Context: an optimization exercise on an open-source flow, tuned for small area. The choices shown serve that exercise and are no tape-out recipe.
No functional check of the RTL was part of any run shown here.

`design/flow/config.mk`:
```
export PLATFORM = sky130hd
export DESIGN_NAME = neural_compressor_top
export DESIGN_NICKNAME = neural_compressor_top
export VERILOG_FILES = /design/flow/design.v
export SDC_FILE = /design/flow/constraint.sdc
export NUM_CORES = 8
export LEC_CHECK = 0
export CAP_MARGIN = 20
export CORE_MARGIN = 2
export CORE_UTILIZATION = 60
export CTS_BUF_LIST = sky130_fd_sc_hd__clkbuf_8
export CTS_CLUSTER_DIAMETER = 60
export CTS_CLUSTER_SIZE = 12
export SLEW_MARGIN = 20
```
`design/flow/constraint.sdc`:
```
create_clock -name core_clock -period 120.0 [get_ports {clk}]
set_input_delay 24.0000 -clock core_clock [delete_from_list [all_inputs] [get_ports {clk}]]
set_output_delay 24.0000 -clock core_clock [all_outputs]
set_load 0.01 [all_outputs]
```
`design/flow/design.v`:
```
package neural_compressor_pkg;
    parameter int DATA_WIDTH = 32;         
    typedef struct packed {
        logic [15:0] sample_count;
        logic [15:0] spike_count;
        logic [7:0]  compression_ratio;
        logic        overflow;
    } compress_stats_t;
endpackage
import neural_compressor_pkg::*;
module fixed_point_filter
(
    input  logic                    clk,
    input  logic                    rst_n,
    input  logic [DATA_WIDTH-1:0]   data_in,
    input  logic                    valid_in,
    output logic                    ready_out,
    output logic [DATA_WIDTH-1:0]   data_out,
    output logic                    valid_out,
    input  logic                    ready_in,
    input  logic                    taken,
    output logic [DATA_WIDTH-1:0]   delta_out
);
    logic [3:0] cnt;
    logic       fresh;     
    logic [31:0] xr;       
    logic [10:0] hx;       
    logic [13:0] hf;       
    logic [31:0] yr;       
    logic [31:0] s1, s2, s3, s4;  
    logic [31:0] dr;       
    logic        dz;       
    wire idle  = (cnt == 4'd0);
    wire outc  = (cnt == 4'd11);
    wire last  = outc & ~valid_out;
    wire shy   = (~idle & ~outc) | last;
    wire shs   = ((cnt >= 4'd4) & ~outc) | last;
    wire clrh  = idle | outc;
    wire c4    = (cnt == 4'd4);
    assign ready_out = idle;
    assign data_out  = yr;
    assign delta_out = dz ? 32'd0 : dr;
    always_ff @(posedge clk or negedge rst_n) begin
        if (!rst_n) begin
            cnt       <= 4'd0;
            valid_out <= 1'b0;
            fresh     <= 1'b1;
        end else begin
            valid_out <= outc;
            if (last) fresh <= 1'b0;
            if (idle) begin
                if (valid_in) cnt <= 4'd1;
            end else if (outc) begin
                if (ready_in) cnt <= 4'd0;
            end else begin
                cnt <= cnt + 4'd1;
            end
        end
    end
    wire [3:0] xs  = idle ? data_in[3:0] : xr[7:4];
    wire [3:0] hdx = idle ? 4'd0 : xr[3:0];
    wire [18:0] wx = {xs, hdx, hx};
    wire [7:0] yg  = fresh ? 8'd0 : yr[7:0];
    wire [3:0] fs  = clrh ? yg[3:0] : yg[7:4];
    wire [3:0] hdf = idle ? 4'd0 : yg[3:0];
    wire [21:0] wf = {fs, hdf, hf};
    logic cy1, cy2, cy3, cy4, cy6, cy7, cy8, cy9, cy10, cy12, cy13, cy14, cy16, cy17, cy18, cy19, cy20, cy21, cy22, cy23, cy25, cy26, cy27, cy28, cy29, cy30, cy31, cy33, cy34, cy35, cy36, cy37, cy39, cy40, cy41, cy42, cy43, cy44, cy45, cy46, cy47, cy49, cy50;
    wire [3:0] a1g = fresh ? 4'd0 : s1[3:0];
    wire [3:0] a2g = fresh ? 4'd0 : s2[3:0];
    wire [3:0] a3g = fresh ? 4'd0 : s3[3:0];
    wire [3:0] a4g = fresh ? 4'd0 : s4[3:0];
    wire [3:0] dg  = dz ? 4'd0 : dr[3:0];
    wire ci1 = cy1 & ~idle;
    wire [4:0] k1;
    wire [3:0] sm1;
    assign k1[0] = ci1;
    assign sm1[0] = wx[18:15][0] ^ wx[16:13][0] ^ k1[0];
    assign k1[1] = (wx[18:15][0] & wx[16:13][0]) | (k1[0] & (wx[18:15][0] ^ wx[16:13][0]));
    assign sm1[1] = wx[18:15][1] ^ wx[16:13][1] ^ k1[1];
    assign k1[2] = (wx[18:15][1] & wx[16:13][1]) | (k1[1] & (wx[18:15][1] ^ wx[16:13][1]));
    assign sm1[2] = wx[18:15][2] ^ wx[16:13][2] ^ k1[2];
    assign k1[3] = (wx[18:15][2] & wx[16:13][2]) | (k1[2] & (wx[18:15][2] ^ wx[16:13][2]));
    assign sm1[3] = wx[18:15][3] ^ wx[16:13][3] ^ k1[3];
    assign k1[4] = (wx[18:15][3] & wx[16:13][3]) | (k1[3] & (wx[18:15][3] ^ wx[16:13][3]));
    wire ci2 = cy2 & ~idle;
    wire [4:0] k2;
    wire [3:0] sm2;
    assign k2[0] = ci2;
    assign sm2[0] = sm1[0] ^ wx[14:11][0] ^ k2[0];
    assign k2[1] = (sm1[0] & wx[14:11][0]) | (k2[0] & (sm1[0] ^ wx[14:11][0]));
    assign sm2[1] = sm1[1] ^ wx[14:11][1] ^ k2[1];
    assign k2[2] = (sm1[1] & wx[14:11][1]) | (k2[1] & (sm1[1] ^ wx[14:11][1]));
    assign sm2[2] = sm1[2] ^ wx[14:11][2] ^ k2[2];
    assign k2[3] = (sm1[2] & wx[14:11][2]) | (k2[2] & (sm1[2] ^ wx[14:11][2]));
    assign sm2[3] = sm1[3] ^ wx[14:11][3] ^ k2[3];
    assign k2[4] = (sm1[3] & wx[14:11][3]) | (k2[3] & (sm1[3] ^ wx[14:11][3]));
    wire ci3 = cy3 & ~idle;
    wire [4:0] k3;
    wire [3:0] sm3;
    assign k3[0] = ci3;
    assign sm3[0] = sm2[0] ^ wx[11:8][0] ^ k3[0];
    assign k3[1] = (sm2[0] & wx[11:8][0]) | (k3[0] & (sm2[0] ^ wx[11:8][0]));
    assign sm3[1] = sm2[1] ^ wx[11:8][1] ^ k3[1];
    assign k3[2] = (sm2[1] & wx[11:8][1]) | (k3[1] & (sm2[1] ^ wx[11:8][1]));
    assign sm3[2] = sm2[2] ^ wx[11:8][2] ^ k3[2];
    assign k3[3] = (sm2[2] & wx[11:8][2]) | (k3[2] & (sm2[2] ^ wx[11:8][2]));
    assign sm3[3] = sm2[3] ^ wx[11:8][3] ^ k3[3];
    assign k3[4] = (sm2[3] & wx[11:8][3]) | (k3[3] & (sm2[3] ^ wx[11:8][3]));
    wire ci4 = cy4 & ~idle;
    wire [4:0] k4;
    wire [3:0] sm4;
    assign k4[0] = ci4;
    assign sm4[0] = sm3[0] ^ wx[9:6][0] ^ k4[0];
    assign k4[1] = (sm3[0] & wx[9:6][0]) | (k4[0] & (sm3[0] ^ wx[9:6][0]));
    assign sm4[1] = sm3[1] ^ wx[9:6][1] ^ k4[1];
    assign k4[2] = (sm3[1] & wx[9:6][1]) | (k4[1] & (sm3[1] ^ wx[9:6][1]));
    assign sm4[2] = sm3[2] ^ wx[9:6][2] ^ k4[2];
    assign k4[3] = (sm3[2] & wx[9:6][2]) | (k4[2] & (sm3[2] ^ wx[9:6][2]));
    assign sm4[3] = sm3[3] ^ wx[9:6][3] ^ k4[3];
    assign k4[4] = (sm3[3] & wx[9:6][3]) | (k4[3] & (sm3[3] ^ wx[9:6][3]));
    wire [3:0] n5 = ~sm4;
    wire ci6 = cy6 | idle;
    wire [4:0] k6;
    wire [3:0] sm6;
    assign k6[0] = ci6;
    assign sm6[0] = n5[0] ^ wx[6:3][0] ^ k6[0];
    assign k6[1] = (n5[0] & wx[6:3][0]) | (k6[0] & (n5[0] ^ wx[6:3][0]));
    assign sm6[1] = n5[1] ^ wx[6:3][1] ^ k6[1];
    assign k6[2] = (n5[1] & wx[6:3][1]) | (k6[1] & (n5[1] ^ wx[6:3][1]));
    assign sm6[2] = n5[2] ^ wx[6:3][2] ^ k6[2];
    assign k6[3] = (n5[2] & wx[6:3][2]) | (k6[2] & (n5[2] ^ wx[6:3][2]));
    assign sm6[3] = n5[3] ^ wx[6:3][3] ^ k6[3];
    assign k6[4] = (n5[3] & wx[6:3][3]) | (k6[3] & (n5[3] ^ wx[6:3][3]));
    wire ci7 = cy7 & ~idle;
    wire [4:0] k7;
    wire [3:0] sm7;
    assign k7[0] = ci7;
    assign sm7[0] = wx[15:12][0] ^ wx[13:10][0] ^ k7[0];
    assign k7[1] = (wx[15:12][0] & wx[13:10][0]) | (k7[0] & (wx[15:12][0] ^ wx[13:10][0]));
    assign sm7[1] = wx[15:12][1] ^ wx[13:10][1] ^ k7[1];
    assign k7[2] = (wx[15:12][1] & wx[13:10][1]) | (k7[1] & (wx[15:12][1] ^ wx[13:10][1]));
    assign sm7[2] = wx[15:12][2] ^ wx[13:10][2] ^ k7[2];
    assign k7[3] = (wx[15:12][2] & wx[13:10][2]) | (k7[2] & (wx[15:12][2] ^ wx[13:10][2]));
    assign sm7[3] = wx[15:12][3] ^ wx[13:10][3] ^ k7[3];
    assign k7[4] = (wx[15:12][3] & wx[13:10][3]) | (k7[3] & (wx[15:12][3] ^ wx[13:10][3]));
    wire ci8 = cy8 & ~idle;
    wire [4:0] k8;
    wire [3:0] sm8;
    assign k8[0] = ci8;
    assign sm8[0] = sm7[0] ^ wx[7:4][0] ^ k8[0];
    assign k8[1] = (sm7[0] & wx[7:4][0]) | (k8[0] & (sm7[0] ^ wx[7:4][0]));
    assign sm8[1] = sm7[1] ^ wx[7:4][1] ^ k8[1];
    assign k8[2] = (sm7[1] & wx[7:4][1]) | (k8[1] & (sm7[1] ^ wx[7:4][1]));
    assign sm8[2] = sm7[2] ^ wx[7:4][2] ^ k8[2];
    assign k8[3] = (sm7[2] & wx[7:4][2]) | (k8[2] & (sm7[2] ^ wx[7:4][2]));
    assign sm8[3] = sm7[3] ^ wx[7:4][3] ^ k8[3];
    assign k8[4] = (sm7[3] & wx[7:4][3]) | (k8[3] & (sm7[3] ^ wx[7:4][3]));
    wire ci9 = cy9 & ~idle;
    wire [4:0] k9;
    wire [3:0] sm9;
    assign k9[0] = ci9;
    assign sm9[0] = sm8[0] ^ wx[5:2][0] ^ k9[0];
    assign k9[1] = (sm8[0] & wx[5:2][0]) | (k9[0] & (sm8[0] ^ wx[5:2][0]));
    assign sm9[1] = sm8[1] ^ wx[5:2][1] ^ k9[1];
    assign k9[2] = (sm8[1] & wx[5:2][1]) | (k9[1] & (sm8[1] ^ wx[5:2][1]));
    assign sm9[2] = sm8[2] ^ wx[5:2][2] ^ k9[2];
    assign k9[3] = (sm8[2] & wx[5:2][2]) | (k9[2] & (sm8[2] ^ wx[5:2][2]));
    assign sm9[3] = sm8[3] ^ wx[5:2][3] ^ k9[3];
    assign k9[4] = (sm8[3] & wx[5:2][3]) | (k9[3] & (sm8[3] ^ wx[5:2][3]));
    wire ci10 = cy10 & ~idle;
    wire [4:0] k10;
    wire [3:0] sm10;
    assign k10[0] = ci10;
    assign sm10[0] = sm9[0] ^ wx[3:0][0] ^ k10[0];
    assign k10[1] = (sm9[0] & wx[3:0][0]) | (k10[0] & (sm9[0] ^ wx[3:0][0]));
    assign sm10[1] = sm9[1] ^ wx[3:0][1] ^ k10[1];
    assign k10[2] = (sm9[1] & wx[3:0][1]) | (k10[1] & (sm9[1] ^ wx[3:0][1]));
    assign sm10[2] = sm9[2] ^ wx[3:0][2] ^ k10[2];
    assign k10[3] = (sm9[2] & wx[3:0][2]) | (k10[2] & (sm9[2] ^ wx[3:0][2]));
    assign sm10[3] = sm9[3] ^ wx[3:0][3] ^ k10[3];
    assign k10[4] = (sm9[3] & wx[3:0][3]) | (k10[3] & (sm9[3] ^ wx[3:0][3]));
    wire [3:0] n11 = ~sm10;
    wire ci12 = cy12 | idle;
    wire [4:0] k12;
    wire [3:0] sm12;
    assign k12[0] = ci12;
    assign sm12[0] = n11[0] ^ wx[17:14][0] ^ k12[0];
    assign k12[1] = (n11[0] & wx[17:14][0]) | (k12[0] & (n11[0] ^ wx[17:14][0]));
    assign sm12[1] = n11[1] ^ wx[17:14][1] ^ k12[1];
    assign k12[2] = (n11[1] & wx[17:14][1]) | (k12[1] & (n11[1] ^ wx[17:14][1]));
    assign sm12[2] = n11[2] ^ wx[17:14][2] ^ k12[2];
    assign k12[3] = (n11[2] & wx[17:14][2]) | (k12[2] & (n11[2] ^ wx[17:14][2]));
    assign sm12[3] = n11[3] ^ wx[17:14][3] ^ k12[3];
    assign k12[4] = (n11[3] & wx[17:14][3]) | (k12[3] & (n11[3] ^ wx[17:14][3]));
    wire ci13 = cy13 & ~idle;
    wire [4:0] k13;
    wire [3:0] sm13;
    assign k13[0] = ci13;
    assign sm13[0] = sm12[0] ^ wx[11:8][0] ^ k13[0];
    assign k13[1] = (sm12[0] & wx[11:8][0]) | (k13[0] & (sm12[0] ^ wx[11:8][0]));
    assign sm13[1] = sm12[1] ^ wx[11:8][1] ^ k13[1];
    assign k13[2] = (sm12[1] & wx[11:8][1]) | (k13[1] & (sm12[1] ^ wx[11:8][1]));
    assign sm13[2] = sm12[2] ^ wx[11:8][2] ^ k13[2];
    assign k13[3] = (sm12[2] & wx[11:8][2]) | (k13[2] & (sm12[2] ^ wx[11:8][2]));
    assign sm13[3] = sm12[3] ^ wx[11:8][3] ^ k13[3];
    assign k13[4] = (sm12[3] & wx[11:8][3]) | (k13[3] & (sm12[3] ^ wx[11:8][3]));
    wire ci14 = cy14 & ~idle;
    wire [4:0] k14;
    wire [3:0] sm14;
    assign k14[0] = ci14;
    assign sm14[0] = sm13[0] ^ wx[9:6][0] ^ k14[0];
    assign k14[1] = (sm13[0] & wx[9:6][0]) | (k14[0] & (sm13[0] ^ wx[9:6][0]));
    assign sm14[1] = sm13[1] ^ wx[9:6][1] ^ k14[1];
    assign k14[2] = (sm13[1] & wx[9:6][1]) | (k14[1] & (sm13[1] ^ wx[9:6][1]));
    assign sm14[2] = sm13[2] ^ wx[9:6][2] ^ k14[2];
    assign k14[3] = (sm13[2] & wx[9:6][2]) | (k14[2] & (sm13[2] ^ wx[9:6][2]));
    assign sm14[3] = sm13[3] ^ wx[9:6][3] ^ k14[3];
    assign k14[4] = (sm13[3] & wx[9:6][3]) | (k14[3] & (sm13[3] ^ wx[9:6][3]));
    wire [3:0] n15 = ~wf[9:6];
    wire ci16 = cy16 & ~idle;
    wire [4:0] k16;
    wire [3:0] sm16;
    assign k16[0] = ci16;
    assign sm16[0] = n15[0] ^ wf[19:16][0] ^ k16[0];
    assign k16[1] = (n15[0] & wf[19:16][0]) | (k16[0] & (n15[0] ^ wf[19:16][0]));
    assign sm16[1] = n15[1] ^ wf[19:16][1] ^ k16[1];
    assign k16[2] = (n15[1] & wf[19:16][1]) | (k16[1] & (n15[1] ^ wf[19:16][1]));
    assign sm16[2] = n15[2] ^ wf[19:16][2] ^ k16[2];
    assign k16[3] = (n15[2] & wf[19:16][2]) | (k16[2] & (n15[2] ^ wf[19:16][2]));
    assign sm16[3] = n15[3] ^ wf[19:16][3] ^ k16[3];
    assign k16[4] = (n15[3] & wf[19:16][3]) | (k16[3] & (n15[3] ^ wf[19:16][3]));
    wire ci17 = cy17 & ~idle;
    wire [4:0] k17;
    wire [3:0] sm17;
    assign k17[0] = ci17;
    assign sm17[0] = sm16[0] ^ wf[16:13][0] ^ k17[0];
    assign k17[1] = (sm16[0] & wf[16:13][0]) | (k17[0] & (sm16[0] ^ wf[16:13][0]));
    assign sm17[1] = sm16[1] ^ wf[16:13][1] ^ k17[1];
    assign k17[2] = (sm16[1] & wf[16:13][1]) | (k17[1] & (sm16[1] ^ wf[16:13][1]));
    assign sm17[2] = sm16[2] ^ wf[16:13][2] ^ k17[2];
    assign k17[3] = (sm16[2] & wf[16:13][2]) | (k17[2] & (sm16[2] ^ wf[16:13][2]));
    assign sm17[3] = sm16[3] ^ wf[16:13][3] ^ k17[3];
    assign k17[4] = (sm16[3] & wf[16:13][3]) | (k17[3] & (sm16[3] ^ wf[16:13][3]));
    wire ci18 = cy18 & ~idle;
    wire [4:0] k18;
    wire [3:0] sm18;
    assign k18[0] = ci18;
    assign sm18[0] = sm17[0] ^ wf[14:11][0] ^ k18[0];
    assign k18[1] = (sm17[0] & wf[14:11][0]) | (k18[0] & (sm17[0] ^ wf[14:11][0]));
    assign sm18[1] = sm17[1] ^ wf[14:11][1] ^ k18[1];
    assign k18[2] = (sm17[1] & wf[14:11][1]) | (k18[1] & (sm17[1] ^ wf[14:11][1]));
    assign sm18[2] = sm17[2] ^ wf[14:11][2] ^ k18[2];
    assign k18[3] = (sm17[2] & wf[14:11][2]) | (k18[2] & (sm17[2] ^ wf[14:11][2]));
    assign sm18[3] = sm17[3] ^ wf[14:11][3] ^ k18[3];
    assign k18[4] = (sm17[3] & wf[14:11][3]) | (k18[3] & (sm17[3] ^ wf[14:11][3]));
    wire ci19 = cy19 & ~idle;
    wire [4:0] k19;
    wire [3:0] sm19;
    assign k19[0] = ci19;
    assign sm19[0] = sm18[0] ^ wf[6:3][0] ^ k19[0];
    assign k19[1] = (sm18[0] & wf[6:3][0]) | (k19[0] & (sm18[0] ^ wf[6:3][0]));
    assign sm19[1] = sm18[1] ^ wf[6:3][1] ^ k19[1];
    assign k19[2] = (sm18[1] & wf[6:3][1]) | (k19[1] & (sm18[1] ^ wf[6:3][1]));
    assign sm19[2] = sm18[2] ^ wf[6:3][2] ^ k19[2];
    assign k19[3] = (sm18[2] & wf[6:3][2]) | (k19[2] & (sm18[2] ^ wf[6:3][2]));
    assign sm19[3] = sm18[3] ^ wf[6:3][3] ^ k19[3];
    assign k19[4] = (sm18[3] & wf[6:3][3]) | (k19[3] & (sm18[3] ^ wf[6:3][3]));
    wire ci20 = cy20 & ~idle;
    wire [4:0] k20;
    wire [3:0] sm20;
    assign k20[0] = ci20;
    assign sm20[0] = sm19[0] ^ wf[4:1][0] ^ k20[0];
    assign k20[1] = (sm19[0] & wf[4:1][0]) | (k20[0] & (sm19[0] ^ wf[4:1][0]));
    assign sm20[1] = sm19[1] ^ wf[4:1][1] ^ k20[1];
    assign k20[2] = (sm19[1] & wf[4:1][1]) | (k20[1] & (sm19[1] ^ wf[4:1][1]));
    assign sm20[2] = sm19[2] ^ wf[4:1][2] ^ k20[2];
    assign k20[3] = (sm19[2] & wf[4:1][2]) | (k20[2] & (sm19[2] ^ wf[4:1][2]));
    assign sm20[3] = sm19[3] ^ wf[4:1][3] ^ k20[3];
    assign k20[4] = (sm19[3] & wf[4:1][3]) | (k20[3] & (sm19[3] ^ wf[4:1][3]));
    wire ci21 = cy21 & ~idle;
    wire [4:0] k21;
    wire [3:0] sm21;
    assign k21[0] = ci21;
    assign sm21[0] = wf[20:17][0] ^ wf[17:14][0] ^ k21[0];
    assign k21[1] = (wf[20:17][0] & wf[17:14][0]) | (k21[0] & (wf[20:17][0] ^ wf[17:14][0]));
    assign sm21[1] = wf[20:17][1] ^ wf[17:14][1] ^ k21[1];
    assign k21[2] = (wf[20:17][1] & wf[17:14][1]) | (k21[1] & (wf[20:17][1] ^ wf[17:14][1]));
    assign sm21[2] = wf[20:17][2] ^ wf[17:14][2] ^ k21[2];
    assign k21[3] = (wf[20:17][2] & wf[17:14][2]) | (k21[2] & (wf[20:17][2] ^ wf[17:14][2]));
    assign sm21[3] = wf[20:17][3] ^ wf[17:14][3] ^ k21[3];
    assign k21[4] = (wf[20:17][3] & wf[17:14][3]) | (k21[3] & (wf[20:17][3] ^ wf[17:14][3]));
    wire ci22 = cy22 & ~idle;
    wire [4:0] k22;
    wire [3:0] sm22;
    assign k22[0] = ci22;
    assign sm22[0] = sm21[0] ^ wf[15:12][0] ^ k22[0];
    assign k22[1] = (sm21[0] & wf[15:12][0]) | (k22[0] & (sm21[0] ^ wf[15:12][0]));
    assign sm22[1] = sm21[1] ^ wf[15:12][1] ^ k22[1];
    assign k22[2] = (sm21[1] & wf[15:12][1]) | (k22[1] & (sm21[1] ^ wf[15:12][1]));
    assign sm22[2] = sm21[2] ^ wf[15:12][2] ^ k22[2];
    assign k22[3] = (sm21[2] & wf[15:12][2]) | (k22[2] & (sm21[2] ^ wf[15:12][2]));
    assign sm22[3] = sm21[3] ^ wf[15:12][3] ^ k22[3];
    assign k22[4] = (sm21[3] & wf[15:12][3]) | (k22[3] & (sm21[3] ^ wf[15:12][3]));
    wire ci23 = cy23 & ~idle;
    wire [4:0] k23;
    wire [3:0] sm23;
    assign k23[0] = ci23;
    assign sm23[0] = sm22[0] ^ wf[3:0][0] ^ k23[0];
    assign k23[1] = (sm22[0] & wf[3:0][0]) | (k23[0] & (sm22[0] ^ wf[3:0][0]));
    assign sm23[1] = sm22[1] ^ wf[3:0][1] ^ k23[1];
    assign k23[2] = (sm22[1] & wf[3:0][1]) | (k23[1] & (sm22[1] ^ wf[3:0][1]));
    assign sm23[2] = sm22[2] ^ wf[3:0][2] ^ k23[2];
    assign k23[3] = (sm22[2] & wf[3:0][2]) | (k23[2] & (sm22[2] ^ wf[3:0][2]));
    assign sm23[3] = sm22[3] ^ wf[3:0][3] ^ k23[3];
    assign k23[4] = (sm22[3] & wf[3:0][3]) | (k23[3] & (sm22[3] ^ wf[3:0][3]));
    wire [3:0] n24 = ~sm23;
    wire ci25 = cy25 & ~idle;
    wire [4:0] k25;
    wire [3:0] sm25;
    assign k25[0] = ci25;
    assign sm25[0] = n24[0] ^ wf[10:7][0] ^ k25[0];
    assign k25[1] = (n24[0] & wf[10:7][0]) | (k25[0] & (n24[0] ^ wf[10:7][0]));
    assign sm25[1] = n24[1] ^ wf[10:7][1] ^ k25[1];
    assign k25[2] = (n24[1] & wf[10:7][1]) | (k25[1] & (n24[1] ^ wf[10:7][1]));
    assign sm25[2] = n24[2] ^ wf[10:7][2] ^ k25[2];
    assign k25[3] = (n24[2] & wf[10:7][2]) | (k25[2] & (n24[2] ^ wf[10:7][2]));
    assign sm25[3] = n24[3] ^ wf[10:7][3] ^ k25[3];
    assign k25[4] = (n24[3] & wf[10:7][3]) | (k25[3] & (n24[3] ^ wf[10:7][3]));
    wire ci26 = cy26 & ~idle;
    wire [4:0] k26;
    wire [3:0] sm26;
    assign k26[0] = ci26;
    assign sm26[0] = sm25[0] ^ wf[7:4][0] ^ k26[0];
    assign k26[1] = (sm25[0] & wf[7:4][0]) | (k26[0] & (sm25[0] ^ wf[7:4][0]));
    assign sm26[1] = sm25[1] ^ wf[7:4][1] ^ k26[1];
    assign k26[2] = (sm25[1] & wf[7:4][1]) | (k26[1] & (sm25[1] ^ wf[7:4][1]));
    assign sm26[2] = sm25[2] ^ wf[7:4][2] ^ k26[2];
    assign k26[3] = (sm25[2] & wf[7:4][2]) | (k26[2] & (sm25[2] ^ wf[7:4][2]));
    assign sm26[3] = sm25[3] ^ wf[7:4][3] ^ k26[3];
    assign k26[4] = (sm25[3] & wf[7:4][3]) | (k26[3] & (sm25[3] ^ wf[7:4][3]));
    wire ci27 = cy27 & ~idle;
    wire [4:0] k27;
    wire [3:0] sm27;
    assign k27[0] = ci27;
    assign sm27[0] = sm26[0] ^ wf[5:2][0] ^ k27[0];
    assign k27[1] = (sm26[0] & wf[5:2][0]) | (k27[0] & (sm26[0] ^ wf[5:2][0]));
    assign sm27[1] = sm26[1] ^ wf[5:2][1] ^ k27[1];
    assign k27[2] = (sm26[1] & wf[5:2][1]) | (k27[1] & (sm26[1] ^ wf[5:2][1]));
    assign sm27[2] = sm26[2] ^ wf[5:2][2] ^ k27[2];
    assign k27[3] = (sm26[2] & wf[5:2][2]) | (k27[2] & (sm26[2] ^ wf[5:2][2]));
    assign sm27[3] = sm26[3] ^ wf[5:2][3] ^ k27[3];
    assign k27[4] = (sm26[3] & wf[5:2][3]) | (k27[3] & (sm26[3] ^ wf[5:2][3]));
    wire ci28 = cy28 & ~idle;
    wire [4:0] k28;
    wire [3:0] sm28;
    assign k28[0] = ci28;
    assign sm28[0] = wf[21:18][0] ^ wf[17:14][0] ^ k28[0];
    assign k28[1] = (wf[21:18][0] & wf[17:14][0]) | (k28[0] & (wf[21:18][0] ^ wf[17:14][0]));
    assign sm28[1] = wf[21:18][1] ^ wf[17:14][1] ^ k28[1];
    assign k28[2] = (wf[21:18][1] & wf[17:14][1]) | (k28[1] & (wf[21:18][1] ^ wf[17:14][1]));
    assign sm28[2] = wf[21:18][2] ^ wf[17:14][2] ^ k28[2];
    assign k28[3] = (wf[21:18][2] & wf[17:14][2]) | (k28[2] & (wf[21:18][2] ^ wf[17:14][2]));
    assign sm28[3] = wf[21:18][3] ^ wf[17:14][3] ^ k28[3];
    assign k28[4] = (wf[21:18][3] & wf[17:14][3]) | (k28[3] & (wf[21:18][3] ^ wf[17:14][3]));
    wire ci29 = cy29 & ~idle;
    wire [4:0] k29;
    wire [3:0] sm29;
    assign k29[0] = ci29;
    assign sm29[0] = sm28[0] ^ wf[13:10][0] ^ k29[0];
    assign k29[1] = (sm28[0] & wf[13:10][0]) | (k29[0] & (sm28[0] ^ wf[13:10][0]));
    assign sm29[1] = sm28[1] ^ wf[13:10][1] ^ k29[1];
    assign k29[2] = (sm28[1] & wf[13:10][1]) | (k29[1] & (sm28[1] ^ wf[13:10][1]));
    assign sm29[2] = sm28[2] ^ wf[13:10][2] ^ k29[2];
    assign k29[3] = (sm28[2] & wf[13:10][2]) | (k29[2] & (sm28[2] ^ wf[13:10][2]));
    assign sm29[3] = sm28[3] ^ wf[13:10][3] ^ k29[3];
    assign k29[4] = (sm28[3] & wf[13:10][3]) | (k29[3] & (sm28[3] ^ wf[13:10][3]));
    wire ci30 = cy30 & ~idle;
    wire [4:0] k30;
    wire [3:0] sm30;
    assign k30[0] = ci30;
    assign sm30[0] = sm29[0] ^ wf[9:6][0] ^ k30[0];
    assign k30[1] = (sm29[0] & wf[9:6][0]) | (k30[0] & (sm29[0] ^ wf[9:6][0]));
    assign sm30[1] = sm29[1] ^ wf[9:6][1] ^ k30[1];
    assign k30[2] = (sm29[1] & wf[9:6][1]) | (k30[1] & (sm29[1] ^ wf[9:6][1]));
    assign sm30[2] = sm29[2] ^ wf[9:6][2] ^ k30[2];
    assign k30[3] = (sm29[2] & wf[9:6][2]) | (k30[2] & (sm29[2] ^ wf[9:6][2]));
    assign sm30[3] = sm29[3] ^ wf[9:6][3] ^ k30[3];
    assign k30[4] = (sm29[3] & wf[9:6][3]) | (k30[3] & (sm29[3] ^ wf[9:6][3]));
    wire ci31 = cy31 & ~idle;
    wire [4:0] k31;
    wire [3:0] sm31;
    assign k31[0] = ci31;
    assign sm31[0] = sm30[0] ^ wf[7:4][0] ^ k31[0];
    assign k31[1] = (sm30[0] & wf[7:4][0]) | (k31[0] & (sm30[0] ^ wf[7:4][0]));
    assign sm31[1] = sm30[1] ^ wf[7:4][1] ^ k31[1];
    assign k31[2] = (sm30[1] & wf[7:4][1]) | (k31[1] & (sm30[1] ^ wf[7:4][1]));
    assign sm31[2] = sm30[2] ^ wf[7:4][2] ^ k31[2];
    assign k31[3] = (sm30[2] & wf[7:4][2]) | (k31[2] & (sm30[2] ^ wf[7:4][2]));
    assign sm31[3] = sm30[3] ^ wf[7:4][3] ^ k31[3];
    assign k31[4] = (sm30[3] & wf[7:4][3]) | (k31[3] & (sm30[3] ^ wf[7:4][3]));
    wire [3:0] n32 = ~sm31;
    wire ci33 = cy33 & ~idle;
    wire [4:0] k33;
    wire [3:0] sm33;
    assign k33[0] = ci33;
    assign sm33[0] = n32[0] ^ wf[19:16][0] ^ k33[0];
    assign k33[1] = (n32[0] & wf[19:16][0]) | (k33[0] & (n32[0] ^ wf[19:16][0]));
    assign sm33[1] = n32[1] ^ wf[19:16][1] ^ k33[1];
    assign k33[2] = (n32[1] & wf[19:16][1]) | (k33[1] & (n32[1] ^ wf[19:16][1]));
    assign sm33[2] = n32[2] ^ wf[19:16][2] ^ k33[2];
    assign k33[3] = (n32[2] & wf[19:16][2]) | (k33[2] & (n32[2] ^ wf[19:16][2]));
    assign sm33[3] = n32[3] ^ wf[19:16][3] ^ k33[3];
    assign k33[4] = (n32[3] & wf[19:16][3]) | (k33[3] & (n32[3] ^ wf[19:16][3]));
    wire ci34 = cy34 & ~idle;
    wire [4:0] k34;
    wire [3:0] sm34;
    assign k34[0] = ci34;
    assign sm34[0] = sm33[0] ^ wf[15:12][0] ^ k34[0];
    assign k34[1] = (sm33[0] & wf[15:12][0]) | (k34[0] & (sm33[0] ^ wf[15:12][0]));
    assign sm34[1] = sm33[1] ^ wf[15:12][1] ^ k34[1];
    assign k34[2] = (sm33[1] & wf[15:12][1]) | (k34[1] & (sm33[1] ^ wf[15:12][1]));
    assign sm34[2] = sm33[2] ^ wf[15:12][2] ^ k34[2];
    assign k34[3] = (sm33[2] & wf[15:12][2]) | (k34[2] & (sm33[2] ^ wf[15:12][2]));
    assign sm34[3] = sm33[3] ^ wf[15:12][3] ^ k34[3];
    assign k34[4] = (sm33[3] & wf[15:12][3]) | (k34[3] & (sm33[3] ^ wf[15:12][3]));
    wire ci35 = cy35 & ~idle;
    wire [4:0] k35;
    wire [3:0] sm35;
    assign k35[0] = ci35;
    assign sm35[0] = sm34[0] ^ wf[11:8][0] ^ k35[0];
    assign k35[1] = (sm34[0] & wf[11:8][0]) | (k35[0] & (sm34[0] ^ wf[11:8][0]));
    assign sm35[1] = sm34[1] ^ wf[11:8][1] ^ k35[1];
    assign k35[2] = (sm34[1] & wf[11:8][1]) | (k35[1] & (sm34[1] ^ wf[11:8][1]));
    assign sm35[2] = sm34[2] ^ wf[11:8][2] ^ k35[2];
    assign k35[3] = (sm34[2] & wf[11:8][2]) | (k35[2] & (sm34[2] ^ wf[11:8][2]));
    assign sm35[3] = sm34[3] ^ wf[11:8][3] ^ k35[3];
    assign k35[4] = (sm34[3] & wf[11:8][3]) | (k35[3] & (sm34[3] ^ wf[11:8][3]));
    wire ci36 = cy36 & ~idle;
    wire [4:0] k36;
    wire [3:0] sm36;
    assign k36[0] = ci36;
    assign sm36[0] = sm35[0] ^ wf[4:1][0] ^ k36[0];
    assign k36[1] = (sm35[0] & wf[4:1][0]) | (k36[0] & (sm35[0] ^ wf[4:1][0]));
    assign sm36[1] = sm35[1] ^ wf[4:1][1] ^ k36[1];
    assign k36[2] = (sm35[1] & wf[4:1][1]) | (k36[1] & (sm35[1] ^ wf[4:1][1]));
    assign sm36[2] = sm35[2] ^ wf[4:1][2] ^ k36[2];
    assign k36[3] = (sm35[2] & wf[4:1][2]) | (k36[2] & (sm35[2] ^ wf[4:1][2]));
    assign sm36[3] = sm35[3] ^ wf[4:1][3] ^ k36[3];
    assign k36[4] = (sm35[3] & wf[4:1][3]) | (k36[3] & (sm35[3] ^ wf[4:1][3]));
    wire ci37 = cy37 & ~idle;
    wire [4:0] k37;
    wire [3:0] sm37;
    assign k37[0] = ci37;
    assign sm37[0] = wf[21:18][0] ^ wf[7:4][0] ^ k37[0];
    assign k37[1] = (wf[21:18][0] & wf[7:4][0]) | (k37[0] & (wf[21:18][0] ^ wf[7:4][0]));
    assign sm37[1] = wf[21:18][1] ^ wf[7:4][1] ^ k37[1];
    assign k37[2] = (wf[21:18][1] & wf[7:4][1]) | (k37[1] & (wf[21:18][1] ^ wf[7:4][1]));
    assign sm37[2] = wf[21:18][2] ^ wf[7:4][2] ^ k37[2];
    assign k37[3] = (wf[21:18][2] & wf[7:4][2]) | (k37[2] & (wf[21:18][2] ^ wf[7:4][2]));
    assign sm37[3] = wf[21:18][3] ^ wf[7:4][3] ^ k37[3];
    assign k37[4] = (wf[21:18][3] & wf[7:4][3]) | (k37[3] & (wf[21:18][3] ^ wf[7:4][3]));
    wire [3:0] n38 = ~sm37;
    wire ci39 = cy39 & ~idle;
    wire [4:0] k39;
    wire [3:0] sm39;
    assign k39[0] = ci39;
    assign sm39[0] = n38[0] ^ wf[17:14][0] ^ k39[0];
    assign k39[1] = (n38[0] & wf[17:14][0]) | (k39[0] & (n38[0] ^ wf[17:14][0]));
    assign sm39[1] = n38[1] ^ wf[17:14][1] ^ k39[1];
    assign k39[2] = (n38[1] & wf[17:14][1]) | (k39[1] & (n38[1] ^ wf[17:14][1]));
    assign sm39[2] = n38[2] ^ wf[17:14][2] ^ k39[2];
    assign k39[3] = (n38[2] & wf[17:14][2]) | (k39[2] & (n38[2] ^ wf[17:14][2]));
    assign sm39[3] = n38[3] ^ wf[17:14][3] ^ k39[3];
    assign k39[4] = (n38[3] & wf[17:14][3]) | (k39[3] & (n38[3] ^ wf[17:14][3]));
    wire ci40 = cy40 & ~idle;
    wire [4:0] k40;
    wire [3:0] sm40;
    assign k40[0] = ci40;
    assign sm40[0] = sm39[0] ^ wf[14:11][0] ^ k40[0];
    assign k40[1] = (sm39[0] & wf[14:11][0]) | (k40[0] & (sm39[0] ^ wf[14:11][0]));
    assign sm40[1] = sm39[1] ^ wf[14:11][1] ^ k40[1];
    assign k40[2] = (sm39[1] & wf[14:11][1]) | (k40[1] & (sm39[1] ^ wf[14:11][1]));
    assign sm40[2] = sm39[2] ^ wf[14:11][2] ^ k40[2];
    assign k40[3] = (sm39[2] & wf[14:11][2]) | (k40[2] & (sm39[2] ^ wf[14:11][2]));
    assign sm40[3] = sm39[3] ^ wf[14:11][3] ^ k40[3];
    assign k40[4] = (sm39[3] & wf[14:11][3]) | (k40[3] & (sm39[3] ^ wf[14:11][3]));
    wire ci41 = cy41 & ~idle;
    wire [4:0] k41;
    wire [3:0] sm41;
    assign k41[0] = ci41;
    assign sm41[0] = sm40[0] ^ wf[12:9][0] ^ k41[0];
    assign k41[1] = (sm40[0] & wf[12:9][0]) | (k41[0] & (sm40[0] ^ wf[12:9][0]));
    assign sm41[1] = sm40[1] ^ wf[12:9][1] ^ k41[1];
    assign k41[2] = (sm40[1] & wf[12:9][1]) | (k41[1] & (sm40[1] ^ wf[12:9][1]));
    assign sm41[2] = sm40[2] ^ wf[12:9][2] ^ k41[2];
    assign k41[3] = (sm40[2] & wf[12:9][2]) | (k41[2] & (sm40[2] ^ wf[12:9][2]));
    assign sm41[3] = sm40[3] ^ wf[12:9][3] ^ k41[3];
    assign k41[4] = (sm40[3] & wf[12:9][3]) | (k41[3] & (sm40[3] ^ wf[12:9][3]));
    wire ci42 = cy42 & ~c4;
    wire [4:0] k42;
    wire [3:0] sm42;
    assign k42[0] = ci42;
    assign sm42[0] = a1g[0] ^ sm6[0] ^ k42[0];
    assign k42[1] = (a1g[0] & sm6[0]) | (k42[0] & (a1g[0] ^ sm6[0]));
    assign sm42[1] = a1g[1] ^ sm6[1] ^ k42[1];
    assign k42[2] = (a1g[1] & sm6[1]) | (k42[1] & (a1g[1] ^ sm6[1]));
    assign sm42[2] = a1g[2] ^ sm6[2] ^ k42[2];
    assign k42[3] = (a1g[2] & sm6[2]) | (k42[2] & (a1g[2] ^ sm6[2]));
    assign sm42[3] = a1g[3] ^ sm6[3] ^ k42[3];
    assign k42[4] = (a1g[3] & sm6[3]) | (k42[3] & (a1g[3] ^ sm6[3]));
    wire ci43 = cy43 | c4;
    wire [4:0] k43;
    wire [3:0] sm43;
    assign k43[0] = ci43;
    assign sm43[0] = a2g[0] ^ sm20[0] ^ k43[0];
    assign k43[1] = (a2g[0] & sm20[0]) | (k43[0] & (a2g[0] ^ sm20[0]));
    assign sm43[1] = a2g[1] ^ sm20[1] ^ k43[1];
    assign k43[2] = (a2g[1] & sm20[1]) | (k43[1] & (a2g[1] ^ sm20[1]));
    assign sm43[2] = a2g[2] ^ sm20[2] ^ k43[2];
    assign k43[3] = (a2g[2] & sm20[2]) | (k43[2] & (a2g[2] ^ sm20[2]));
    assign sm43[3] = a2g[3] ^ sm20[3] ^ k43[3];
    assign k43[4] = (a2g[3] & sm20[3]) | (k43[3] & (a2g[3] ^ sm20[3]));
    wire ci44 = cy44 | c4;
    wire [4:0] k44;
    wire [3:0] sm44;
    assign k44[0] = ci44;
    assign sm44[0] = a3g[0] ^ sm14[0] ^ k44[0];
    assign k44[1] = (a3g[0] & sm14[0]) | (k44[0] & (a3g[0] ^ sm14[0]));
    assign sm44[1] = a3g[1] ^ sm14[1] ^ k44[1];
    assign k44[2] = (a3g[1] & sm14[1]) | (k44[1] & (a3g[1] ^ sm14[1]));
    assign sm44[2] = a3g[2] ^ sm14[2] ^ k44[2];
    assign k44[3] = (a3g[2] & sm14[2]) | (k44[2] & (a3g[2] ^ sm14[2]));
    assign sm44[3] = a3g[3] ^ sm14[3] ^ k44[3];
    assign k44[4] = (a3g[3] & sm14[3]) | (k44[3] & (a3g[3] ^ sm14[3]));
    wire ci45 = cy45 & ~c4;
    wire [4:0] k45;
    wire [3:0] sm45;
    assign k45[0] = ci45;
    assign sm45[0] = sm44[0] ^ sm27[0] ^ k45[0];
    assign k45[1] = (sm44[0] & sm27[0]) | (k45[0] & (sm44[0] ^ sm27[0]));
    assign sm45[1] = sm44[1] ^ sm27[1] ^ k45[1];
    assign k45[2] = (sm44[1] & sm27[1]) | (k45[1] & (sm44[1] ^ sm27[1]));
    assign sm45[2] = sm44[2] ^ sm27[2] ^ k45[2];
    assign k45[3] = (sm44[2] & sm27[2]) | (k45[2] & (sm44[2] ^ sm27[2]));
    assign sm45[3] = sm44[3] ^ sm27[3] ^ k45[3];
    assign k45[4] = (sm44[3] & sm27[3]) | (k45[3] & (sm44[3] ^ sm27[3]));
    wire ci46 = cy46 | c4;
    wire [4:0] k46;
    wire [3:0] sm46;
    assign k46[0] = ci46;
    assign sm46[0] = a4g[0] ^ sm36[0] ^ k46[0];
    assign k46[1] = (a4g[0] & sm36[0]) | (k46[0] & (a4g[0] ^ sm36[0]));
    assign sm46[1] = a4g[1] ^ sm36[1] ^ k46[1];
    assign k46[2] = (a4g[1] & sm36[1]) | (k46[1] & (a4g[1] ^ sm36[1]));
    assign sm46[2] = a4g[2] ^ sm36[2] ^ k46[2];
    assign k46[3] = (a4g[2] & sm36[2]) | (k46[2] & (a4g[2] ^ sm36[2]));
    assign sm46[3] = a4g[3] ^ sm36[3] ^ k46[3];
    assign k46[4] = (a4g[3] & sm36[3]) | (k46[3] & (a4g[3] ^ sm36[3]));
    wire ci47 = cy47 | c4;
    wire [4:0] k47;
    wire [3:0] sm47;
    assign k47[0] = ci47;
    assign sm47[0] = sm6[0] ^ sm41[0] ^ k47[0];
    assign k47[1] = (sm6[0] & sm41[0]) | (k47[0] & (sm6[0] ^ sm41[0]));
    assign sm47[1] = sm6[1] ^ sm41[1] ^ k47[1];
    assign k47[2] = (sm6[1] & sm41[1]) | (k47[1] & (sm6[1] ^ sm41[1]));
    assign sm47[2] = sm6[2] ^ sm41[2] ^ k47[2];
    assign k47[3] = (sm6[2] & sm41[2]) | (k47[2] & (sm6[2] ^ sm41[2]));
    assign sm47[3] = sm6[3] ^ sm41[3] ^ k47[3];
    assign k47[4] = (sm6[3] & sm41[3]) | (k47[3] & (sm6[3] ^ sm41[3]));
    wire [3:0] n48 = ~hf[5:2];
    wire ci49 = cy49 | c4;
    wire [4:0] k49;
    wire [3:0] sm49;
    assign k49[0] = ci49;
    assign sm49[0] = dg[0] ^ sm42[0] ^ k49[0];
    assign k49[1] = (dg[0] & sm42[0]) | (k49[0] & (dg[0] ^ sm42[0]));
    assign sm49[1] = dg[1] ^ sm42[1] ^ k49[1];
    assign k49[2] = (dg[1] & sm42[1]) | (k49[1] & (dg[1] ^ sm42[1]));
    assign sm49[2] = dg[2] ^ sm42[2] ^ k49[2];
    assign k49[3] = (dg[2] & sm42[2]) | (k49[2] & (dg[2] ^ sm42[2]));
    assign sm49[3] = dg[3] ^ sm42[3] ^ k49[3];
    assign k49[4] = (dg[3] & sm42[3]) | (k49[3] & (dg[3] ^ sm42[3]));
    wire ci50 = cy50 & ~c4;
    wire [4:0] k50;
    wire [3:0] sm50;
    assign k50[0] = ci50;
    assign sm50[0] = sm49[0] ^ n48[0] ^ k50[0];
    assign k50[1] = (sm49[0] & n48[0]) | (k50[0] & (sm49[0] ^ n48[0]));
    assign sm50[1] = sm49[1] ^ n48[1] ^ k50[1];
    assign k50[2] = (sm49[1] & n48[1]) | (k50[1] & (sm49[1] ^ n48[1]));
    assign sm50[2] = sm49[2] ^ n48[2] ^ k50[2];
    assign k50[3] = (sm49[2] & n48[2]) | (k50[2] & (sm49[2] ^ n48[2]));
    assign sm50[3] = sm49[3] ^ n48[3] ^ k50[3];
    assign k50[4] = (sm49[3] & n48[3]) | (k50[3] & (sm49[3] ^ n48[3]));
    always_ff @(posedge clk) begin
        xr <= idle ? data_in : {{4{xr[31]}}, xr[31:4]};
        hx <= clrh ? 11'd0 : {xr[3:0], hx[10:4]};
        hf <= clrh ? 14'd0 : {yg[3:0], hf[13:4]};
        cy1 <= k1[4];
        cy2 <= k2[4];
        cy3 <= k3[4];
        cy4 <= k4[4];
        cy6 <= k6[4];
        cy7 <= k7[4];
        cy8 <= k8[4];
        cy9 <= k9[4];
        cy10 <= k10[4];
        cy12 <= k12[4];
        cy13 <= k13[4];
        cy14 <= k14[4];
        cy16 <= k16[4];
        cy17 <= k17[4];
        cy18 <= k18[4];
        cy19 <= k19[4];
        cy20 <= k20[4];
        cy21 <= k21[4];
        cy22 <= k22[4];
        cy23 <= k23[4];
        cy25 <= k25[4];
        cy26 <= k26[4];
        cy27 <= k27[4];
        cy28 <= k28[4];
        cy29 <= k29[4];
        cy30 <= k30[4];
        cy31 <= k31[4];
        cy33 <= k33[4];
        cy34 <= k34[4];
        cy35 <= k35[4];
        cy36 <= k36[4];
        cy37 <= k37[4];
        cy39 <= k39[4];
        cy40 <= k40[4];
        cy41 <= k41[4];
        cy42 <= k42[4];
        cy43 <= k43[4];
        cy44 <= k44[4];
        cy45 <= k45[4];
        cy46 <= k46[4];
        cy47 <= k47[4];
        cy49 <= k49[4];
        cy50 <= k50[4];
        if (taken) dz <= 1'b1;
        else if (last) dz <= 1'b0;
        if (shy) yr <= {(cnt <= 4'd3) ? {4{yr[31]}} : sm42, yr[31:4]};
        if (shs) begin
            s1 <= {sm43, s1[31:4]};
            s2 <= {sm45, s2[31:4]};
            s3 <= {sm46, s3[31:4]};
            s4 <= {sm47, s4[31:4]};
            dr <= {sm50, dr[31:4]};
        end
    end
endmodule
import neural_compressor_pkg::*;
module spike_detector
(
    input  logic                    clk,
    input  logic                    rst_n,
    input  logic [DATA_WIDTH-1:0]   data_in,
    input  logic                    valid_in,
    output logic                    spike_detected,
    output logic                    valid_out,
    input  logic                    ready_in,
    input  logic [DATA_WIDTH-1:0]   threshold,
    output logic [15:0]             spike_count
);
    logic [4:0] wcnt;
    logic       window_full;
    logic       spike_flag;
    logic [3:0] refractory_counter;
    wire take = valid_in & ready_in;
    wire        neg = data_in[DATA_WIDTH-1];
    wire [31:0] mag = data_in ^ {32{neg}};
    wire [32:0] cmp = {1'b0, mag} + {1'b0, ~threshold} + {32'd0, neg};
    wire threshold_exceeded = cmp[32];
    always_ff @(posedge clk or negedge rst_n) begin
        if (!rst_n) begin
            wcnt <= '0;
            window_full <= '0;
            spike_count <= '0;
            spike_flag <= '0;
            refractory_counter <= '0;
            spike_detected <= '0;
            valid_out <= '0;
        end else begin
            valid_out <= take | (valid_out & valid_in & ~ready_in);
            if (take) begin
                spike_detected <= spike_flag;
                if (!window_full) begin
                    wcnt <= wcnt + 5'd1;
                    window_full <= (wcnt == 5'd31);
                end
                if (refractory_counter != 4'd0) begin
                    refractory_counter <= refractory_counter - 4'd1;
                    spike_flag <= 1'b0;
                end else if (threshold_exceeded && window_full) begin
                    spike_flag <= 1'b1;
                    spike_count <= spike_count + 16'd1;
                    refractory_counter <= 4'd8;
                end else begin
                    spike_flag <= 1'b0;
                end
            end else begin
                spike_flag <= 1'b0;
            end
        end
    end
endmodule
import neural_compressor_pkg::*;
module delta_compressor
(
    input  logic                    clk,
    input  logic                    rst_n,
    input  logic [DATA_WIDTH-1:0]   data_in,
    input  logic [DATA_WIDTH-1:0]   delta_in,      
    input  logic                    spike_in,
    input  logic                    valid_in,
    input  logic                    ready_in,
    output logic [DATA_WIDTH-1:0]   compressed_out,
    output logic [1:0]              packet_type,   
    output logic                    valid_out,
    output neural_compressor_pkg::compress_stats_t stats,
    output logic                    take
);
    logic first_sample;
    logic [15:0] sample_cnt, spike_cnt;
    logic ratio_set;
    assign take = valid_in & ready_in;
    wire raw  = spike_in | first_sample;
    always_ff @(posedge clk or negedge rst_n) begin
        if (!rst_n) begin
            compressed_out <= '0;
            packet_type <= '0;
            valid_out <= '0;
            first_sample <= '1;
            sample_cnt <= '0;
            spike_cnt <= '0;
            ratio_set <= '0;
        end else begin
            valid_out <= take;
            ratio_set <= 1'b1;
            sample_cnt <= sample_cnt + {15'd0, valid_out};
            spike_cnt <= spike_cnt + {15'd0, valid_out & packet_type[1] & ~packet_type[0]};
            if (take) begin
                compressed_out <= raw ? data_in : delta_in;
                packet_type <= {raw, ~spike_in & first_sample};
                first_sample <= 1'b0;
            end
        end
    end
    assign stats.sample_count = sample_cnt;
    assign stats.spike_count = spike_cnt;
    assign stats.compression_ratio = {1'b0, ratio_set, ratio_set, 2'b00, ratio_set, 2'b00};
    assign stats.overflow = 1'b0;
endmodule
import neural_compressor_pkg::*;
module neural_compressor_top
(
    input  logic        clk,
    input  logic        rst_n,
    input  logic [DATA_WIDTH-1:0]   s_axis_tdata,
    input  logic                    s_axis_tvalid,
    output logic                    s_axis_tready,
    input  logic                    s_axis_tlast,
    output logic [DATA_WIDTH-1:0]   m_axis_tdata,
    output logic [1:0]              m_axis_tuser,   
    output logic                    m_axis_tvalid,
    input  logic                    m_axis_tready,
    output logic                    m_axis_tlast,
    input  logic [DATA_WIDTH-1:0]   cfg_threshold,
    input  logic                    cfg_enable,
    output neural_compressor_pkg::compress_stats_t         stats,
    output logic [15:0]             spike_count
);
    logic [DATA_WIDTH-1:0] filtered_data;
    logic filtered_valid;
    logic spike_detected;
    logic detected_valid;
    logic [DATA_WIDTH-1:0] delta;
    logic taken;
    fixed_point_filter u_filter (
        .clk        (clk),
        .rst_n      (rst_n),
        .data_in    (s_axis_tdata),
        .valid_in   (s_axis_tvalid && cfg_enable),
        .ready_out  (s_axis_tready),
        .data_out   (filtered_data),
        .valid_out  (filtered_valid),
        .ready_in   (m_axis_tready),
        .taken      (taken),
        .delta_out  (delta)
    );
    spike_detector u_detector (
        .clk            (clk),
        .rst_n          (rst_n),
        .data_in        (filtered_data),
        .valid_in       (filtered_valid),
        .spike_detected (spike_detected),
        .valid_out      (detected_valid),
        .ready_in       (m_axis_tready),
        .threshold      (cfg_threshold),
        .spike_count    (spike_count)
    );
    delta_compressor u_compressor (
        .clk            (clk),
        .rst_n          (rst_n),
        .data_in        (filtered_data),
        .delta_in       (delta),
        .spike_in       (spike_detected),
        .valid_in       (detected_valid),
        .ready_in       (m_axis_tready),
        .compressed_out (m_axis_tdata),
        .packet_type    (m_axis_tuser),
        .valid_out      (m_axis_tvalid),
        .stats          (stats),
        .take           (taken)
    );
    logic tlast_pending;
    always_ff @(posedge clk or negedge rst_n) begin
        if (!rst_n) begin
            tlast_pending <= '0;
            m_axis_tlast <= '0;
        end else begin
            if (s_axis_tvalid && s_axis_tready && s_axis_tlast)
                tlast_pending <= '1;
            if (m_axis_tvalid && m_axis_tready && tlast_pending) begin
                m_axis_tlast <= '1;
                tlast_pending <= '0;
            end else begin
                m_axis_tlast <= '0;
            end
        end
    end
endmodule
```
`design/flow/run.sh`:
```
#!/bin/bash
# synth_recipe.tcl (not shown) runs the flow's synth.tcl, then flattens the netlist and writes it again
# the make line also repeats each setting of config.mk as NAME=value (left out here)
make -C /OpenROAD-flow-scripts/flow DESIGN_CONFIG=/design/flow/config.mk WORK_HOME=/design/flow/orfs CLKGATE_MAP_FILE= SYNTH_SCRIPT=/design/flow/synth_recipe.tcl finish
```
==> flow_summary.json, run 1 <==
{
  "dpl_cell_area_mm2": 0.0199,
  "vias": 9761,
  "synth_seq_area_share": 0.580,
  "vias_per_cell": 5.13,
  "worst-setup-path-type": "reg -> out",
  "wl_per_cell_um": 16.7,
  "numCtsBuffers": 39,
  "slew_violations": 0,
  "crit_arrival_ns": 2.81,
  "cts.path.max_buffers": 3,
  "grt_pass1_vias": 10100,
  "final_antenna_net_count": 0,
  "cts_max_level": 2,
  "path_clk_slew_ns": 0.08,
  "dr.first_iter.drc_count": 598,
  "worst_pin_slew_ns": 1.03,
  "regArea_mm2": 0.0104,
  "cts.sink_count": 396,
  "routed_wl_um": 31800,
  "synth_compound_area_frac": 0.0415,
  "dpl.hpwl_um": 22200,
  "worst_clock_skew_ns": 0.0404,
  "clk_root_buffer_cell": "clkbuf_8",
  "r2r_slack_ns": 112.46,
  "n_antenna_cell": 0,
  "ctsResizeCount": 0,
  "first_pass_iters": 5,
  "route.detailed.drc": 0,
  "rr_startpoint": "u_filter.cnt[0]",
  "grt_pass1_wl_um": 52300,
  "setup_viol": 0,
  "synthSimpleGateAreaFrac": 0.0985,
  "gp_congestion": 0.801,
  "postLayoutCellArea_mm2": 0.0206,
  "hold_buffers": 0,
  "worstHoldPathCells": 2,
  "clkLatencyLatePin_ns": 0.57,
  "final_common_cell": "edfxtp_1",
  "nFillCells": 2182,
  "finalCriticalPeriod_ns": 26.81,
  "synthDistinctLibCells": 51,
  "synth_top_flop_cell": "edfxtp_1",
  "critPathCaptureType": "output pin",
  "postSynthCellCount": 1322,
  "reg2reg_depth": 19,
  "fmax_mhz": 37.3,
  "tns_ns": 0,
  "die_w_um": 177,
  "fin_util": 0.696,
  "async_flop_share": 0.268,
  "synth_area_mm2": 0.0179,
  "yosys_warnings": 4,
  "io_pins": 164,
  "syn_to_final_growth_pct": 14.7,
  "grt_max_degree": 82,
  "coreArea_mm2": 0.0296,
  "overflow": 0,
  "ys_seq_elements": 396,
  "hold_end": "u_filter.xr[7]",
  "required_ns": 96.00,
  "hold_violations": 0,
  "antenna_found_initial": 0,
  "postSynthAreaPerCell_um2": 13.6,
  "mostFrequentLayoutCells": "193 x edfxtp_1, 163 x nand2_1, 156 x clkdlybuf4s50_1",
  "synth_fa_ha_area_frac": 0.197,
  "crit_path_start_kind": "flop",
  "final_layout_size_suffix_gt1_frac": 0.0535,
  "fin_nets": 1749,
  "synth_top_family_by_area": "adder cells",
  "port_buffers": 157,
  "multi_input_area_mm2": 0.00687,
  "min_period_over_period": 0.223,
  "status": "no timing/DRC/antenna violations",
  "synth_edf_count": 193,
  "cts_setup_buffers": 0,
  "whs_ns": 0.403,
  "rsz0062_at_grt": "false",
  "dieArea_mm2": 0.0313,
  "drv_cap": 0,
  "tritoncts": "done",
  "holdCritPathClass": "reg -> reg",
  "worstReg2RegEnd": "u_filter.s2[31]",
  "synth_xor_area_frac": 0.0376,
  "max_slew_margin": 0.309,
  "crit_fanout": 78,
  "grtUsageTotal": 0.214,
  "die_h_um": 177,
  "start_util": 0.606,
  "num_rows": 63,
  "hold_start": "u_filter.xr[11]",
  "synth.area.mux_share": 0.00559
}
layout make-up:
type,instances,share of cell area
Multi-Input combinational cell,755,0.334
Inverter,128,0.0234
Tap cell,390,0.0237
Sequential cell,396,0.505
Clock buffer,39,0.0261
Clock inverter,28,0.00682
Timing Repair Buffer,168,0.0803
cell families after synthesis:
| logic type | Yosys count |
|---|---|
| adders and majority gates | 191 |
| DFF | 396 |
| xor gates and xnor gates | 77 |
| buffers and inverters | 176 |
| AOI/OAI and AO/OA | 123 |
| muxes | 9 |
| and+or+nand+nor | 348 |
| other | 2 |
worst max-delay path, cell delays in order, from the launching register on:
cell and delay (ns):
dfrtp_1 0.40, inv_1 0.07, ha_1 0.23, nand2_2 0.07, buf_4 0.61, inv_2 0.04
buf_4 0.28, clkdlybuf4s50_1 0.53
sequential cells by signal, indices dropped and copies added, names as in the netlist, 2 cells and up:
name,flops
u_compressor.compressed_out,32
u_filter.dr,32
u_filter.s1,32
u_filter.s2,32
u_filter.s3,32
u_filter.s4,32
u_filter.xr,32
u_filter.yr,32
u_compressor.sample_cnt,16
u_compressor.spike_cnt,16
u_detector.spike_count,16
u_filter.hf,14
u_filter.hx,11
u_detector.wcnt,5
u_detector.refractory_counter,4
u_filter.cnt,4
u_compressor.packet_type,2
metal layers:
| layer | up-vias | part of all wire | track usage |
|---|---|---|---|
| li1 | 4659 | - | - |
| met1 | 4850 | 0.46 | 0.305 |
| met2 | 210 | 0.48 | 0.354 |
| met3 | 42 | 0.046 | 0.0335 |
| met4 | 0 | 0.016 | 0.0475 |
| met5 | - | 0 | 0 |
synthesized netlist by cell type (5+ instances only):
cell,count,area [um^2]
clkbuf_1,32,120
and3_1,33,206
o211ai_2,7,87.6
nor3b_1,32,240
buf_4,9,67.6
fa_1,152,3040
dfxtp_1,97,1940
ha_1,39,488
a21o_1,5,37.5
o21ai_0,44,220
nand3_1,14,70.1
edfxtp_1,193,5800
dfrtp_1,104,2600
nor2b_1,13,81.3
inv_1,127,477
nand2_1,165,619
xor2_1,43,377
nand2b_1,17,106
nand4_1,5,31.3
nor2_1,23,86.3
and2_1,29,181
a21oi_1,48,240
xnor2_1,34,298
how the worst max path moves through the flow:
| stage | slack (ns) | to | from | depth (start not counted) |
|---|---|---|---|---|
| CTS | 93.15 | s_axis_tready | u_filter.cnt[0] | 7 |
| finish | 93.19 | s_axis_tready | u_filter.cnt[0] | 7 |
| floorplan | 93.75 | u_detector.spike_count[1] | cfg_threshold[29] | 8 |
| global placement | 92.88 | u_detector.spike_count[1] | cfg_threshold[29] | 9 |
| global route | 92.97 | s_axis_tready | u_filter.cnt[0] | 7 |
| detailed placement | 92.85 | u_detector.spike_count[1] | cfg_threshold[29] | 9 |
through the flow:
| step | instances | setup WS (ns) |
|---|---|---|
| finish | 1904 | 93.19 |
| global route | 1904 | 92.97 |
| CTS | 1904 | 93.15 |
| detailed placement | 1837 | 92.85 |
| global placement | 1837 | 92.88 |
| floorplan | 1327 | 93.75 |
==> run 2: changes to the inputs <==
==> design/flow/flow/run.sh (new file) <==
#!/bin/bash
set -euo pipefail
export BUFFER_PORTS_ARGS="-buffer_cell sky130_fd_sc_hd__buf_1"
export CTS_ARGS="-sink_clustering_enable -repair_clock_nets -buf_list sky130_fd_sc_hd__clkbuf_16 -sink_clustering_size 30 -sink_clustering_max_diameter 60 -dont_use_dummy_load"
bash standard.sh > make_flow.log 2>&1
==> design/flow/standard.sh (new file) <==
#!/bin/bash
# synth_recipe.tcl (not shown) runs the flow's synth.tcl, then flattens the netlist and writes it again
# the make line also repeats each setting of config.mk as NAME=value (left out here)
make -C /OpenROAD-flow-scripts/flow DESIGN_CONFIG=/design/flow/config.mk WORK_HOME=/design/flow/orfs CLKGATE_MAP_FILE= SYNTH_SCRIPT=/design/flow/synth_recipe.tcl "${@:-finish}"
--- a/design/flow/config.mk
+++ b/design/flow/config.mk
@@ -8,7 +8,4 @@
 export CAP_MARGIN = 20
 export CORE_MARGIN = 2
 export CORE_UTILIZATION = 60
-export CTS_BUF_LIST = sky130_fd_sc_hd__clkbuf_8
-export CTS_CLUSTER_DIAMETER = 60
-export CTS_CLUSTER_SIZE = 12
 export SLEW_MARGIN = 20
removed: design/flow/run.sh
==> flow_summary.json, run 2 <==
{
  "syn_to_final_growth_pct": 10.4,
  "synth_seq_area_share": 0.580,
  "final_common_cell": "edfxtp_1",
  "cts_setup_buffers": 0,
  "tritoncts": "done",
  "dieArea_mm2": 0.0313,
  "die_h_um": 177,
  "crit_path_frequent_cell": "or4_4",
  "ctsResizeCount": 0,
  "regArea_mm2": 0.0104,
  "synth_area_leaders": "edfxtp_1 32%, fa_1 17%, dfrtp_1 15%",
  "grt_pass1_wl_um": 50900,
  "yosys_warnings": 4,
  "wl_per_cell_um": 16.7,
  "slew_violations": 0,
  "gp_congestion": 0.801,
  "cts_max_level": 2,
  "yosysTopAreaCellShare": 0.323,
  "route.detailed.drc": 0,
  "coreArea_mm2": 0.0296,
  "synth_edf_count": 193,
  "postSynthCellCount": 1322,
  "synthDistinctLibCells": 51,
  "worst-setup-path-type": "in -> reg",
  "worst_pin_slew_ns": 1.05,
  "vias": 9678,
  "path_clk_slew_ns": 0.08,
  "cts.sink_count": 396,
  "overflow": 0,
  "start_util": 0.606,
  "multi_input_area_mm2": 0.00687,
  "netlist_top_cells_count": "193 x edfxtp_1, 165 x nand2_1, 152 x fa_1",
  "n_antenna_cell": 0,
  "max_slew_margin": 0.302,
  "async_flop_share": 0.268,
  "synth_top_flop_cell": "edfxtp_1",
  "holdCritPathClass": "reg -> reg",
  "worst_clock_skew_ns": 0.0380,
  "slowest_stage": "or4_4",
  "vias_per_cell": 5.17,
  "finalCriticalPeriod_ns": 26.25,
  "io_pins": 164,
  "setup_viol": 0,
  "numCtsBuffers": 34,
  "grt_max_degree": 94,
  "crit_path_start_kind": "primary input",
  "postLayoutCellArea_mm2": 0.0198,
  "antenna_found_initial": 0,
  "clkLatencyLatePin_ns": 0.52,
  "ys_seq_elements": 396,
  "required_ns": 120.39,
  "min_period_over_period": 0.219,
  "port_buffers": 157,
  "drv_cap": 0,
  "dr.first_iter.drc_count": 585,
  "synth.most_common_cell": "edfxtp_1",
  "dpl.hpwl_um": 21600,
  "cp_top_family": "simple AND/OR/NAND/NOR gates",
  "mostFrequentLayoutCells": "193 x edfxtp_1, 163 x nand2_1, 156 x buf_1",
  "status": "no timing/DRC/antenna violations",
  "fmax_mhz": 38.1,
  "slowest_delay_ns": 0.54,
  "rsz0062_at_grt": "false",
  "hold_violations": 0,
  "first_pass_iters": 5,
  "postSynthAreaPerCell_um2": 13.6,
  "worst-path-buf-inv": 2,
  "grt_pass1_vias": 9759,
  "tns_ns": 0,
  "routed_wl_um": 31300,
  "synth_area_mm2": 0.0179,
  "final_antenna_net_count": 0,
  "final_layout_size_suffix_gt1_frac": 0.0493,
  "grtUsageTotal": 0.210,
  "cts.path.max_buffers": 3,
  "clk_root_buffer_cell": "clkbuf_16",
  "synth_top_cell_by_area": "edfxtp_1",
  "critPathCaptureType": "flop",
  "nFillCells": 2253,
  "dpl_cell_area_mm2": 0.0189,
  "crit_arrival_ns": 26.64,
  "hold_buffers": 0,
  "crit_fanout": 15,
  "crit_chain": "buf_1 -> inv_1 -> ha_1 -> nand4b_4 -> or4_4 -> or4_4 -> a31oi_4 -> o21ai_2 -> mux2_4",
  "num_rows": 63,
  "fin_nets": 1745,
  "die_w_um": 177
}
==> run 2: changes by cell type in the layout (fill, tap and decap cells not counted) <==
cell / change
clkbuf_8: -39
clkbuf_4: +1
bufinv_16: -1
buf_4: -2
clkdlybuf4s50_1: -156
buf_1: +156
clkbuf_16: +34
buf_6: +1
clkinvlp_4: -2
inv_1: -24
clkinv_2: -1
buf_16: +1
==> run 2: worst min-delay path, delay by kind of cell, from the launching register on <==
| kind | cells | cell delay, ns |
|---|---|---|
| DFF | 1 | 0.29 |
| and+or+nand+nor | 2 | 0.09 |
==> run 2: cells by family (layout without fill, tap and decap cells) <==
kind of cell,count (synthesis),after routing,synth area share
and+or+nand+nor,348,348,0.0985
xor gates and xnor gates,77,77,0.0376
AOI/OAI and AO/OA,123,123,0.0415
buffers and inverters,176,331,0.0393
other,2,7,0.000419
muxes,9,9,0.00559
DFF,396,396,0.580
adders and majority gates,191,191,0.197
==> run 2: worst paths after layout <==
| path | slack [ns] | cells past startpoint | end | start |
|---|---|---|---|---|
| max in group asynchronous | 95.47 | 2 | u_compressor.compressed_out[12] | rst_n |
| setup / recovery | 93.75 | 9 | u_detector.spike_count[1] | cfg_threshold[29] |
| min in group asynchronous | 23.47 | 1 | u_detector.spike_count[7] | rst_n |
| setup reg to reg | 112.54 | 19 | u_filter.s2[31] | u_filter.cnt[0] |
| hold / removal | 0.39 | 2 | u_filter.xr[18] | u_filter.xr[22] |
| hold reg to reg | 0.39 | 2 | u_filter.xr[18] | u_filter.xr[22] |
==> run 2: layout make-up <==
cell class                      count  share of cell area
Sequential cell                   396               0.525
Multi-Input combinational cell    755               0.347
Clock buffer                       34              0.0430
Timing Repair Buffer              169              0.0357
Tap cell                          390              0.0247
Inverter                          128              0.0243
==> run 2: metal layers <==
layer  GRT usage  share of wire
met5           0              0
met4      0.0499          0.020
met3      0.0307          0.046
met2       0.341           0.48
met1       0.304           0.46
==> run 2: metrics by stage <==
stage	utilization	hold slack (ns)	cells	setup slack (ns)
6_report	0.670	0.392	1872	93.75
2_1_floorplan	-	0.399	1327	93.75
3_5_place_dp	0.639	0.405	1837	93.24
5_1_grt	0.670	0.405	1872	93.68
3_3_place_gp	0.639	0.400	1837	93.27
4_1_cts	0.668	0.399	1871	93.78

port drivers added, routing unchanged:
How much do the figures lean on ideal ports? The routed layouts below were timed once more, with nothing changed but the port constraints.
Step 1 sets driving cells, clkbuf_16 on the clock port and buf_2 on the other inputs (assumed; they add their load-dependent delay and slew).
Step 2 also shifts input and output timing later by t, the mid clock arrival at the registers, as if the neighbouring blocks saw the same clock.
a / b / c = no drivers / after step 1 / after step 2; a / b = the first two.
| run | t (ns) | setup WS [ns] | worst data-port slew with drivers (ns) |
|---|---|---|---|
| run 1 | 0.597 | 93.187 / 93.139 / 92.839 | 0.04 |
| run 2 | 0.551 | 93.748 / 93.779 / 93.228 | 0.04 |
After both steps every run listed still meets setup and hold. The setup slack of run 2, which loses most, moves by +0.031 ns with the drivers and by -0.520 ns with both steps.
